Source: an optimization exercise on an open RTL-to-GDS flow (aim: small area, a short achievable clock period and few clock cycles). Production flows keep margins and buffers that such runs may drop.
At most, simulation tests tie the RTL to the original design; equivalence was not proved.
The clock input has no modelled driver; a real chip could not lean on it and would need a root buffer or a full tree.
Power is estimated from default activity; no workload was simulated.

==> flow/design.v <==
module fifo_conv_top(
input clk,
input rst,
input data_valid,
input [7:0] data_i,
output wire idle,
output wire done,
output wire [15:0] data_o,
output wire conv_done
);
assign idle = 1'b1;
reg [7:0] x;           
reg acc;               
reg [7:0] h0, h1;      
reg [2:0] col;         
reg [2:0] row;         
reg signed [10:0] pq;
reg emit;
reg signed [8:0] q0, q1, q2, q3, q4, q5;
reg signed [10:0] out_r;
reg vld_r, done_r;
wire signed [8:0] d = {1'b0, x} + {1'b1, h0} + 9'd1;    
wire last_col = (col == 3'd4);
wire upd = acc && (col[2] || col[1]);    
always @(posedge clk) begin
  x <= data_i;
  acc <= data_valid;     
  pq <= q0 + (q3 <<< 1);
  out_r <= pq + q5;
  if (acc) begin
    h1 <= ~x;
    h0 <= h1;
  end
  if (upd) begin
    q0 <= q1; q1 <= q2; q2 <= q3; q3 <= q4; q4 <= q5; q5 <= d;
  end
  if (rst) begin
    col <= 3'd0;
    row <= 3'd0;
    emit <= 1'b0;
    vld_r <= 1'b0;
    done_r <= 1'b0;
  end else begin
    emit <= upd && (row[2] || row[1]);
    vld_r <= emit;
    done_r <= (row == 3'd5);
    if (acc) begin
      col <= last_col ? 3'd0 : col + 3'd1;
      if (last_col && row != 3'd5) row <= row + 3'd1;
    end
  end
end
assign data_o = {{5{out_r[10]}}, out_r};
assign conv_done = vld_r;
assign done = done_r;
endmodule
export LEC_CHECK = 0
export CAP_MARGIN = 20
export CORE_MARGIN = 2
export CORE_UTILIZATION = 75
export PLACE_DENSITY = 0.85
export SETUP_SLACK_MARGIN = 3.1
export SLEW_MARGIN = 20
create_clock -name core_clock -period 5.0 [get_ports {clk}]
standard.sh (not shown) runs the stock make flow with config.mk's settings and CLKGATE_MAP_FILE= SYNTH_SCRIPT=/design/flow/synth_recipe.tcl, a recipe that flattens the netlist after the stock synthesis.
==> flow/flow/run.sh <==
#!/bin/bash
# Own layout flow: the standard flow (standard.sh, standard synthesis
# included) with a few extra ORFS settings read from flow/knobs.txt, one
# VAR=value per line. Each tool's full output stays in the ORFS logs under
# orfs/logs; make's own output goes to make_finish.log here.
set -euo pipefail
W=$(pwd)
knobs=()
if [[ -f flow/knobs.txt ]]; then
  while IFS= read -r line; do
    [[ -z "$line" || "$line" == \#* ]] && continue
    knobs+=("${line//@FLOW@/$W/flow}")
  done < flow/knobs.txt
fi
bash standard.sh "${knobs[@]}" finish > make_finish.log 2>&1
Other scripts of this flow, unchanged in this note and not shown: flow/flow/knobs.txt, flow/flow/mcts.tcl
The starting point completed without violations.
Testbench counts at the start, summed over its fixed seeds: cycles 1,624.
==> next run, changes <==
--- a/flow/design.v
+++ b/flow/design.v
@@ -18,37 +18,39 @@
 reg emit;
 reg signed [8:0] q0, q1, q2, q3, q4, q5;
 reg signed [10:0] out_r;
 reg vld_r, done_r;
 wire signed [8:0] d = {1'b0, x} + {1'b1, h0} + 9'd1;    
-wire last_col = (col == 3'd4);
-wire upd = acc && (col[2] || col[1]);    
+wire last_col = col[2] & ~col[0];
+wire row_full = row[2] & ~row[1];
+wire upd = acc && col[1];    
 always @(posedge clk) begin
   x <= data_i;
-  acc <= data_valid;     
   pq <= q0 + (q3 <<< 1);
   out_r <= pq + q5;
   if (acc) begin
     h1 <= ~x;
     h0 <= h1;
   end
   if (upd) begin
     q0 <= q1; q1 <= q2; q2 <= q3; q3 <= q4; q4 <= q5; q5 <= d;
   end
   if (rst) begin
+    acc <= 1'b0;
     col <= 3'd0;
     row <= 3'd0;
     emit <= 1'b0;
     vld_r <= 1'b0;
     done_r <= 1'b0;
   end else begin
+    acc <= data_valid;
     emit <= upd && (row[2] || row[1]);
     vld_r <= emit;
-    done_r <= (row == 3'd5);
+    done_r <= row_full;
     if (acc) begin
-      col <= last_col ? 3'd0 : col + 3'd1;
-      if (last_col && row != 3'd5) row <= row + 3'd1;
+      col <= {col[1] & col[0], col[0], ~col[2]};
+      if (last_col && !row_full) row <= {row[1], row[0], ~row[2]};
     end
   end
 end
 assign data_o = {{5{out_r[10]}}, out_r};
 assign conv_done = vld_r;
Effect:
- final cell count fell by 2.4%
- global-route usage fell by 2.2 points
- sequential cell count stays the same
- setup slack loses 17 ps
- via count fell by 3.9%
- sequential share of layout area rose by 0.14 points
- combinational power fell by 66%
Testbench counts after the change, summed over its fixed seeds: cycles 1,624.
No run of this note takes its clock network from TritonCTS; it comes from the design's own scripts or RTL.


Setup of v6:
Starts from the design.v that is shown in full above.
Settings: LEC_CHECK=0, CAP_MARGIN=20, CORE_MARGIN=2, CORE_UTILIZATION=75, PLACE_DENSITY=0.85, SETUP_SLACK_MARGIN=3.1, SLEW_MARGIN=20; clock period 5.0 ns.
==> flow/flow/knobs.txt <==
CTS_ARGS=-sink_clustering_enable -repair_clock_nets -buf_list sky130_fd_sc_hd__clkbuf_8 -sink_clustering_size 50 -sink_clustering_max_diameter 200 -dont_use_dummy_load
BUFFER_PORTS_ARGS=-buffer_cell sky130_fd_sc_hd__buf_1
Scripts as last shown in full above: flow/flow/run.sh
Testbench counts of v6, summed over its fixed seeds: cycles 1,624.
## Diff of input files: v7 against v6
==> flow/design.v <==
module fifo_conv_top(
input clk,
input rst,
input data_valid,
input [7:0] data_i,
output wire idle,
output wire done,
output wire [15:0] data_o,
output wire conv_done
);
assign idle = 1'b1;
reg [7:0] x;           
reg acc;               
reg [7:0] h0, h1;      
reg [2:0] col;         
reg [2:0] row;         
reg signed [10:0] pq;
reg emit;
reg signed [8:0] q0, q1, q2, q3, q4, q5;
reg signed [10:0] out_r;
reg vld_r, done_r;
wire signed [8:0] d = {1'b0, x} + {1'b1, h0} + 9'd1;    
wire last_col = (col == 3'd4);
wire upd = acc && (col[2] || col[1]);    
always @(posedge clk) begin
  x <= data_i;
  pq <= q0 + (q3 <<< 1);
  out_r <= pq + q5;
  if (acc) begin
    h1 <= ~x;
    h0 <= h1;
  end
  if (upd) begin
    q0 <= q1; q1 <= q2; q2 <= q3; q3 <= q4; q4 <= q5; q5 <= d;
  end
  if (rst) begin
    acc <= 1'b0;
    col <= 3'd0;
    row <= 3'd0;
    emit <= 1'b0;
    vld_r <= 1'b0;
    done_r <= 1'b0;
  end else begin
    acc <= data_valid;
    emit <= upd && (row[2] || row[1]);
    vld_r <= emit;
    done_r <= (row == 3'd5);
    if (acc) begin
      col <= last_col ? 3'd0 : col + 3'd1;
      if (last_col && row != 3'd5) row <= row + 3'd1;
    end
  end
end
assign data_o = {{5{out_r[10]}}, out_r};
assign conv_done = vld_r;
assign done = done_r;
endmodule
## What came out
- From v6 to v7, async set or reset register ratio after synthesis did not move at all.
- Detailed route wirelength on metal2 on v7 is up relative to v6.
- Changes observed in v7 relative to v6: setup slack saw a decrease; sequential share of layout area saw a decrease; number of buffers created by CTS saw little to no change; ratio of final minimum period to clock period saw an increase.
- Per the comparison of v7 with v6, met2 layer usage reported by global route has decreased; synthesized cell count increased about 0.32%; total die area did not really move; core utilization increased 0.93 points; wire length of the first global-routing pass dropped 6.1%.
- v7 ends up with a post-route total power that is about 12% lower than in v6.
- | critical path depth | v7 vs v6 | 7 higher |
The RTL of v7 was laid out without a check of its function.


indigo:
Another version of the RTL of fifo_conv_top (not shown whole).
Size: roughly 270 cells after synthesis, about 110 flip-flops, roughly 30 I/O pins, ~4200 µm² of cells after synthesis.
==> module fifo_conv_top, before the edit <==
module fifo_conv_top(
input clk,
input rst,
input data_valid,
input [7:0] data_i,
output wire idle,
output wire done,
output wire [15:0] data_o,
output wire conv_done
);
assign idle = 1'b1;
reg [7:0] x;           
reg acc;               
reg [7:0] h0, h1;      
reg [2:0] col;         
reg [2:0] row;         
reg signed [10:0] pq;
reg emit;
reg signed [8:0] q0, q1, q2, q3, q4, q5;
reg signed [10:0] out_r;
reg vld_r, done_r;
function [10:0] skl(input [10:0] a, input [10:0] b, input ci);
  integer i, l; reg [10:0] g, p, gn, pn, c;
  begin
    g = a & b; p = a ^ b;
    g[0] = g[0] | (p[0] & ci);
    for (l = 1; l < 11; l = l * 2) begin
      gn = g; pn = p;
      for (i = 0; i < 11; i = i + 1)
        if ((i / l) % 2 == 1) begin
          gn[i] = g[i] | (p[i] & g[(i / l) * l - 1]);
          pn[i] = p[i] & p[(i / l) * l - 1];
        end
      g = gn; p = pn;
    end
    c = {g[9:0], ci};
    skl = a ^ b ^ c;
  end
endfunction
wire [10:0] dfull = skl({3'b0, x}, {3'b1, h0}, 1'b1);    
wire signed [8:0] d = dfull[8:0];
wire last_col = (col == 3'd4);
wire upd = acc && (col[2] || col[1]);    
always @(posedge clk) begin
  x <= data_i;
  acc <= data_valid;     
  pq <= skl({{2{q0[8]}}, q0}, {q3[8], q3, 1'b0}, 1'b0);
  out_r <= skl(pq, {{2{q5[8]}}, q5}, 1'b0);
  if (acc) begin
    h1 <= ~x;
    h0 <= h1;
  end
  if (upd) begin
    q0 <= q1; q1 <= q2; q2 <= q3; q3 <= q4; q4 <= q5; q5 <= d;
  end
  if (rst) begin
    col <= 3'd0;
    row <= 3'd0;
    emit <= 1'b0;
    vld_r <= 1'b0;
    done_r <= 1'b0;
  end else begin
    emit <= upd && (row[2] || row[1]);
    vld_r <= emit;
    done_r <= (row == 3'd5);
    if (acc) begin
      col <= last_col ? 3'd0 : col + 3'd1;
      if (last_col && row != 3'd5) row <= row + 3'd1;
    end
  end
end
assign data_o = {{5{out_r[10]}}, out_r};
assign conv_done = vld_r;
assign done = done_r;
endmodule
clock: 5.0 ns
lec_check: 0
cap_margin: 20
core_margin: 2
core_utilization: 75
place_density: 0.85
setup_slack_margin: 3.1
slew_margin: 20
Scripts as last shown in full above: flow/flow/run.sh
Other scripts of this flow, unchanged in this note and not shown: flow/flow/knobs.txt, flow/flow/mcts.tcl
indigo: PASS, flow complete, no timing, DRC or antenna violations
### indigo -> violet
==> flow/design.v <==
module fifo_conv_top(
input clk,
input rst,
input data_valid,
input [7:0] data_i,
output wire idle,
output wire done,
output wire [15:0] data_o,
output wire conv_done
);
assign idle = 1'b1;
reg [7:0] x;           
reg acc;               
reg [7:0] h0, h1;      
reg [2:0] col;         
reg [2:0] row;         
reg signed [10:0] pq;
reg emit;
reg signed [8:0] q0, q1, q2, q3, q4, q5;
reg signed [10:0] out_r;
reg vld_r, done_r;
wire signed [8:0] d = {1'b0, x} + {1'b1, h0} + 9'd1;    
wire last_col = col[2] & ~col[0];
wire row_full = row[2] & ~row[1];
wire upd = acc && col[1];    
always @(posedge clk) begin
  x <= data_i;
  acc <= data_valid;     
  pq <= q0 + (q3 <<< 1);
  out_r <= pq + q5;
  if (acc) begin
    h1 <= ~x;
    h0 <= h1;
  end
  if (upd) begin
    q0 <= q1; q1 <= q2; q2 <= q3; q3 <= q4; q4 <= q5; q5 <= d;
  end
  if (rst) begin
    col <= 3'd0;
    row <= 3'd0;
    emit <= 1'b0;
    vld_r <= 1'b0;
    done_r <= 1'b0;
  end else begin
    emit <= upd && (row[2] || row[1]);
    vld_r <= emit;
    done_r <= row_full;
    if (acc) begin
      col <= {col[1] & col[0], col[0], ~col[2]};
      if (last_col && !row_full) row <= {row[1], row[0], ~row[2]};
    end
  end
end
assign data_o = {{5{out_r[10]}}, out_r};
assign conv_done = vld_r;
assign done = done_r;
endmodule
violet against indigo: post-route cell area saw a decrease; total power saw a decrease; first-pass GRT wire length +about 1.8%; final cell count +21.
violet gives less reported leakage power than indigo did.
Total wire length after detailed routing (violet over indigo): decrease, 1.3%
In terms of sequential group power, violet and indigo differ only marginally.
Master of the slowest instance on the critical path = sky130_fd_sc_hd__edfxtp_1: violet; master of the slowest instance on the critical path = sky130_fd_sc_hd__fa_2: indigo
Compared to indigo, violet has area growth from synthesis to layout 2.0 points lower.
Testbench counts of violet, summed over its fixed seeds: cycles 1,624.
Function not checked in indigo: the RTL went through the layout flow alone. In every run of this note, the design's own scripts or RTL, not TritonCTS, make the clock network.

==> static timing again, ports no longer ideal <==
Ports are ideal in the flow. The routed layouts listed here were re-timed in OpenROAD.
Step 1 assumes that a clkbuf_16 drives the clock port and a buf_2 every other input.
Step 2, shift: input delay + t, output delay - t, t = (earliest + latest rising clock arrival at the registers) / 2. This alone moves slack from input paths to output paths.
Slacks: ideal ports / drivers / drivers and shift; pairs: ideal ports / drivers.
run	t (ns)	slack for setup (ns)	worst setup path after step 2	latest minus earliest clock arrival (ns)
the first run of note 1	0.211	3.155 / 3.156 / 3.156	register to register	0.012 / 0.011
the second run of note 1	0.215	3.138 / 3.138 / 3.138	register to register	0.005 / 0.006
v6	0.380	3.125 / 3.093 / 3.166	register to register	0.009 / 0.009
v7	0.386	3.079 / 3.078 / 3.079	register to register	0.018 / 0.019
indigo	0.229	2.907 / 2.907 / 2.907	register to register	0.012 / 0.012
violet	0.233	3.087 / 3.087 / 3.087	register to register	0.008 / 0.008
After both steps every run listed still meets setup and hold.
